Context: an optimization exercise on an open-source flow, tuned for small area and a short achievable clock period. The choices shown serve that exercise and are no tape-out recipe.
No functional check of the RTL was part of any run shown here.

## flow/design.v (module list and top-level ports; edited modules follow where they fit)
// module image_enhance: 4015 lines
module image_enhance (
    input  logic        clk,
    input  logic        reset,
    input  logic        stall,
    input  logic [80:0] img,
    input  logic [71:0] fil,
    input  logic [8:0]  add_img,
    output logic [29:0] out
);
  // ...
==> flow/flow/run.sh <==
#!/bin/bash
# Layout flow: the standard synthesis, then a netlist pass that removes
# inverters around the full-adder cells (flow/invopt.py: cell polarities chosen so fewer inverters are needed), then the standard
# ORFS flow from floorplan to finish with the settings in flow/settings.txt.
set -euo pipefail
R=orfs/results/sky130hd/image_enhance/base
bash standard.sh synth > synth.log 2>&1
python3 flow/invopt.py $R/1_2_yosys.v $R/1_2_yosys_invopt.v > invopt.log 2>&1
cp $R/1_2_yosys.v $R/1_2_yosys_orig.v
cp $R/1_2_yosys_invopt.v $R/1_2_yosys.v
rm -f $R/1_synth.odb $R/1_synth.sdc
mapfile -t EXTRA < flow/settings.txt
bash standard.sh "${EXTRA[@]}" finish > finish.log 2>&1
==> flow/flow/settings.txt <==
SETUP_SLACK_MARGIN=15.0
BUFFER_PORTS_ARGS=-buffer_cell sky130_fd_sc_hd__buf_1
==> flow/standard.sh <==
#!/bin/bash
# synth_recipe.tcl (not shown) runs the flow's synth.tcl, then flattens the netlist and writes it again
# the make line also repeats each setting of config.mk as NAME=value (left out here)
make -C /OpenROAD-flow-scripts/flow DESIGN_CONFIG=/design/flow/config.mk WORK_HOME=/design/flow/orfs CLKGATE_MAP_FILE= SYNTH_SCRIPT=/design/flow/synth_recipe.tcl "${@:-finish}"
==> flow/config.mk <==
export PLATFORM = sky130hd
export DESIGN_NAME = image_enhance
export DESIGN_NICKNAME = image_enhance
export VERILOG_FILES = /design/flow/design.v
export SDC_FILE = /design/flow/constraint.sdc
export NUM_CORES = 4
export LEC_CHECK = 0
export CAP_MARGIN = 20
export CORE_MARGIN = 2
export CORE_UTILIZATION = 30
export CTS_BUF_LIST = sky130_fd_sc_hd__clkbuf_8
export SLEW_MARGIN = 20
==> flow/constraint.sdc <==
create_clock -name core_clock -period 20.0 [get_ports {clk}]
set_input_delay 4.0000 -clock core_clock [delete_from_list [all_inputs] [get_ports {clk}]]
set_output_delay 4.0000 -clock core_clock [all_outputs]
set_load 0.01 [all_outputs]
Not shown: flow/flow/invopt.py
==> impl_metrics.env, run 1 <==
export IMPL_fin_tns_setup_ns=0
export IMPL_routedLengthMet1_mm=32.83
export IMPL_maxCapViolCount=0
export IMPL_holdBufCountCts=0
export IMPL_gr_usage_met1=0.2425
export IMPL_timing_final_ws_setup_ns=14.81
export IMPL_dpl_cell_area_um2=28130
export IMPL_cts_setup_buffers=41
export IMPL_crit_chain="buf_2"
export IMPL_status="finished clean"
export IMPL_finalWeightedCongestion=0.9166
export IMPL_clk_latency_ns=0.67
export IMPL_multi_input_area_um2=17620
export IMPL_grt_max_degree=83
export IMPL_critical_path_endpoint_type="output pin"
export IMPL_overflow=0
export IMPL_yosys_warnings=1
export IMPL_grt_setup_unrepaired="yes"
export IMPL_detail_route_drc_violations=0
export IMPL_grt_antenna_before_repair=1
export IMPL_post_cts_resized=76
export IMPL_hpwl_mm=68.83
export IMPL_timing_hold_worst_class="reg2reg"
export IMPL_worst_hold_path_num_cells=2
export IMPL_critPathLaunch="o_r[16]"
export IMPL_htree_levels=2
export IMPL_clkbuf_count=53
export IMPL_core_area_um2=86620
export IMPL_worst_r2r_startpoint="f_r[7]"
export IMPL_cts_root_to_sink_buffers=3
export IMPL_sh_seq_area=0.2674
export IMPL_dr_pass1_iters=5
export IMPL_die_x_um=299.5
export IMPL_r2r_cells=11
export IMPL_met2_usage=0.3272
export IMPL_final_cell_mix="sky130_fd_sc_hd__fa_1, sky130_fd_sc_hd__nand2_1, sky130_fd_sc_hd__edfxtp_1"
export IMPL_maxUsedRoutingLayer="met4"
export IMPL_final_core_utilization=0.3478
export IMPL_worst_r2r_endpoint="cs_r[55]"
export IMPL_dr_wl_met2_mm=41.89
export IMPL_fin_worst_skew_ns=0.03692
export IMPL_cpPeakStageDelay_ns=0.38
==> run 2, diff against run 1 <==
--- a/flow/design.v
+++ b/flow/design.v
@@ -3975,35 +3975,39 @@
     assign s1973 = c1898 ^ c1934 ^ s1935;
     assign c1974 = (c1898 & c1934) | (s1935 & (c1898 ^ c1934));
     logic [19:0] x1, x0, x;
     assign x1 = {c1974, c1972, c1970, c1968, c1966, c1964, c1962, c1960, c1958, c1956, c1954, c1952, c1950, c1948, c1946, c1944, c1942, c1940, c1938, s1937} + {c1936, s1973, s1971, s1969, s1967, s1965, s1963, s1961, s1959, s1957, s1955, s1953, s1951, s1949, s1947, s1945, s1943, s1941, s1939, s1899};
     assign x0 = 20'd510 + 20'(d2 ? a_r : 9'd0);
     assign x = (s2 & d2) ? x1 : x0;
     logic [16:0] xh_r;
     logic        xn_r;
+    logic        on_r;    
     logic        d3;      
     always_ff @(posedge clk) begin
         if (!stall) begin
             xh_r <= x[19:3];
             xn_r <= x[19] & (|x[2:0]);
+            on_r <= x[19] & ~((&x[18:3]) & (|x[2:0]));
         end
     end
     logic signed [16:0] o_r;
-    logic               o_s;
+    logic               o_s, o_t;
     always_ff @(posedge clk) begin
         if (reset) begin
             o_r <= 17'd0;
             o_s <= 1'b0;
+            o_t <= 1'b0;
         end else if (!stall) begin
             o_r <= d3 ? xh_r + {16'd0, xn_r} : 17'd0;
             o_s <= d3 & xh_r[16] & ~(xn_r & (&xh_r[15:0]));
+            o_t <= d3 & on_r;
         end
     end
-    assign out = {{7{o_s}}, {7{o_r[16]}}, o_r[15:0]};
+    assign out = {{4{o_t}}, {5{o_s}}, {5{o_r[16]}}, o_r[15:0]};
     always_ff @(posedge clk) begin
         if (reset) begin
             v1 <= 1'b0;
             s2 <= 1'b0;
             d2 <= 1'b0;
             d3 <= 1'b0;
         end else if (!stall) begin
             v1 <= 1'b1;
==> flow/config.mk (replaced) <==
export PLATFORM = sky130hd
export DESIGN_NAME = image_enhance
export DESIGN_NICKNAME = image_enhance
export VERILOG_FILES = /design/flow/design.v
export SDC_FILE = /design/flow/constraint.sdc
export NUM_CORES = 4
export LEC_CHECK = 0
export CAP_MARGIN = 20
export CORE_MARGIN = 2
export CORE_UTILIZATION = 30
export SLEW_MARGIN = 20
==> run 2 against run 1 <==
Still clean on timing, DRC and antenna. Clock skew up 0.00070 ns. Register-to-register slack about the same. Non-clock buffer count up 18. Critical path type unchanged. Critical endpoint is now out[27]. Largest cell class unchanged.
==> impl_metrics.env, run 2 <==
export IMPL_crit_chain="buf_2"
export IMPL_cpPeakStageDelay_ns=0.37
export IMPL_layout_cells_sized_above_1=0.09491
export IMPL_core_area_um2=86890
export IMPL_critical_path_buf_inv_count=1
export IMPL_finalWeightedCongestion=0.9331
export IMPL_post_synth_inst_count=2032
export IMPL_mostFrequentLayoutCell="sky130_fd_sc_hd__fa_1"
export IMPL_first_global_vias=18780
export IMPL_detail_route_drc_violations=0
export IMPL_dieArea_um2=90070
export IMPL_yosys_warnings=1
export IMPL_maxCapViolCount=0
export IMPL_finalNonFillerCells=3494
export IMPL_syn_area_per_cell_um2=12.95
export IMPL_track_usage=0.1894
export IMPL_cp_top_family="flip-flops"
export IMPL_htree_levels=2
export IMPL_flow_area_growth_from_synthesis_pct=16.03
export IMPL_cp_slowest_cell="sky130_fd_sc_hd__dfxtp_4"
export IMPL_kind_of_start_point_of_the_critical_path="flop"
export IMPL_reg2reg_slack_ns=15.04
export IMPL_critPathKind="reg2out"
export IMPL_io_pins=195
export IMPL_dr_pass1_iters=5
export IMPL_cts_root_to_sink_buffers=3
export IMPL_grt_setup_unrepaired="yes"
export IMPL_grt_antenna_before_repair=1
export IMPL_regMostFlops="g_r"
export IMPL_placementRows=108
export IMPL_grt_max_degree=74
export IMPL_tritoncts_num_sinks=276
export IMPL_clock_root_buffer="sky130_fd_sc_hd__clkbuf_16"
export IMPL_setup_violations=0
export IMPL_fp_dieH_um=300.1
export IMPL_average_routed_wire_per_standard_cell_um=23.95
export IMPL_routed_wirelength_mm=83.67
export IMPL_vias=17290
export IMPL_fin_tns_setup_ns=0
export IMPL_start_util=0.3028
export IMPL_worst_r2r_endpoint="cs_r[47]"
export IMPL_cp_max_fo=5
export IMPL_diodes=0
export IMPL_layout_min_cycle_time_ns=5.107
export IMPL_holdBufCountCts=0
export IMPL_hold_fails_final_rpt=0
export IMPL_timing_critical_path_required_ns=16.00
export IMPL_cts_tree="built"
export IMPL_arrival_ns=1.11
export IMPL_cts_inserted_buffers=34
export IMPL_critPathLaunch="o_t"
export IMPL_final_period_utilization=0.2553
export IMPL_numPlacedInstances=3342
export IMPL_final_max_tran_viols=0
export IMPL_antenna_left=0
export IMPL_tightestPinTransition_ns=0.8870
export IMPL_drtIter0Drc=1546
export IMPL_n_fill_cell=8542
export IMPL_max_clock_freq_ghz=0.1958
export IMPL_vias_per_cell=4.949
export IMPL_finalNetCount=3138
export IMPL_largestRegisters="g_r (81), cs_r (74), f_r (72)"
export IMPL_relSlewSlack=0.4087
export IMPL_final_cell_mix="sky130_fd_sc_hd__fa_1, sky130_fd_sc_hd__nand2_1, sky130_fd_sc_hd__edfxtp_1"
export IMPL_timing_hold_worst_class="reg2reg"
export IMPL_worst_r2r_startpoint="g_r[58]"
export IMPL_syn_num_nets=2856
export IMPL_grt_pass1_wl_mm=123.7
export IMPL_critical_path_endpoint_type="output pin"
export IMPL_die_x_um=300.1
export IMPL_timing_critical_path_depth=1
export IMPL_largest_register_ff_count=81
export IMPL_synthesis_area_um2=26310
export IMPL_fin_worst_skew_ns=0.03762
export IMPL_crit_end="out[27]"
export IMPL_status="finished clean"
export IMPL_clk_latency_ns=0.60
export IMPL_portBuffers=194
export IMPL_hpwl_mm=67.30
export IMPL_r2r_cells=9
export IMPL_overflow=0
export IMPL_clkTransAtPathRegs_ns=0.06
-- run 2: how the worst min path moves through the flow --
stage	slack, ns	to	from	cells past startpoint
2_1_floorplan	0.52	o_r[0]	o_r[0]	2
3_3_place_gp	0.48	o_r[1]	o_r[1]	2
3_5_place_dp	0.48	o_r[1]	o_r[1]	2
4_1_cts	0.49	o_r[1]	o_r[1]	2
5_1_grt	0.55	o_r[3]	o_r[3]	2
6_report	0.49	o_r[1]	o_r[1]	2
-- run 2: cell type report --
cell class	instances	area [µm²]	share of cell area
repair buffers	290	1827	0.05985
inverters	91	345.3	0.01131
clock inverters	23	245.2	0.008034
well taps	1155	1445	0.04735
flip-flops and latches	276	8109	0.2657
clock buffers	38	865.8	0.02837
multi-input cells	1621	17690	0.5794
-- run 2: layer usage --
layer / routed length (µm) / track usage / part of all wire
met5: 16 / 0 / 0.00019
met1: 31790 / 0.2527 / 0.38
met3: 8641 / 0.04206 / 0.10
met4: 3311 / 0.07095 / 0.040
met2: 39910 / 0.3029 / 0.48
-- run 2: repair_timing --
action | 4_1_cts | 5_1_grt
endpoints found under the setup margin | 232 | 152
buffers inserted | 49 | 39
pin swaps | 0 | 9
resized for setup | 92 | 14
gates cloned | 3 | 0
-- run 2: stage by stage --
| step | setup slack (ns) | hold WS (ns) | utilization | area [µm²] |
|---|---|---|---|---|
| final | 14.89 | 0.4949 | 0.3513 | 30520 |
| after global placement | 13.00 | 0.4831 | 0.3256 | 28290 |
| after global routing | 14.86 | 0.5506 | 0.3513 | 30520 |
| after floorplan | 11.72 | 0.5249 | - | 26310 |
| after detailed placement | 12.94 | 0.4791 | 0.3256 | 28290 |
| after CTS | 14.86 | 0.4944 | 0.3470 | 30150 |

## re-timing with driven ports
In the flow no input, the clock included, has a driving cell. The finished layouts below were timed again as built, in two steps. Step 1 assumes that a clkbuf_16 drives the clock port and a buf_2 every other input. Step 2 also shifts input and output timing later by t, the mid clock arrival at the registers, as if the neighbouring blocks saw the same clock. Three values: ideal, step 1, step 2; two values: the first two.
run	shift t [ns]	slack for setup (ns)	worst slew at a driven data input, ns	pins driven straight from the clock port
run 1	0.706	14.814 / 14.755 / 14.314	0.08	1
run 2	0.646	14.893 / 14.828 / 14.469	0.04	1
After both steps setup and hold are still met in every run listed. For run 1, which loses most, drivers alone change the setup slack by -0.059 ns; drivers and shift together by -0.500 ns.
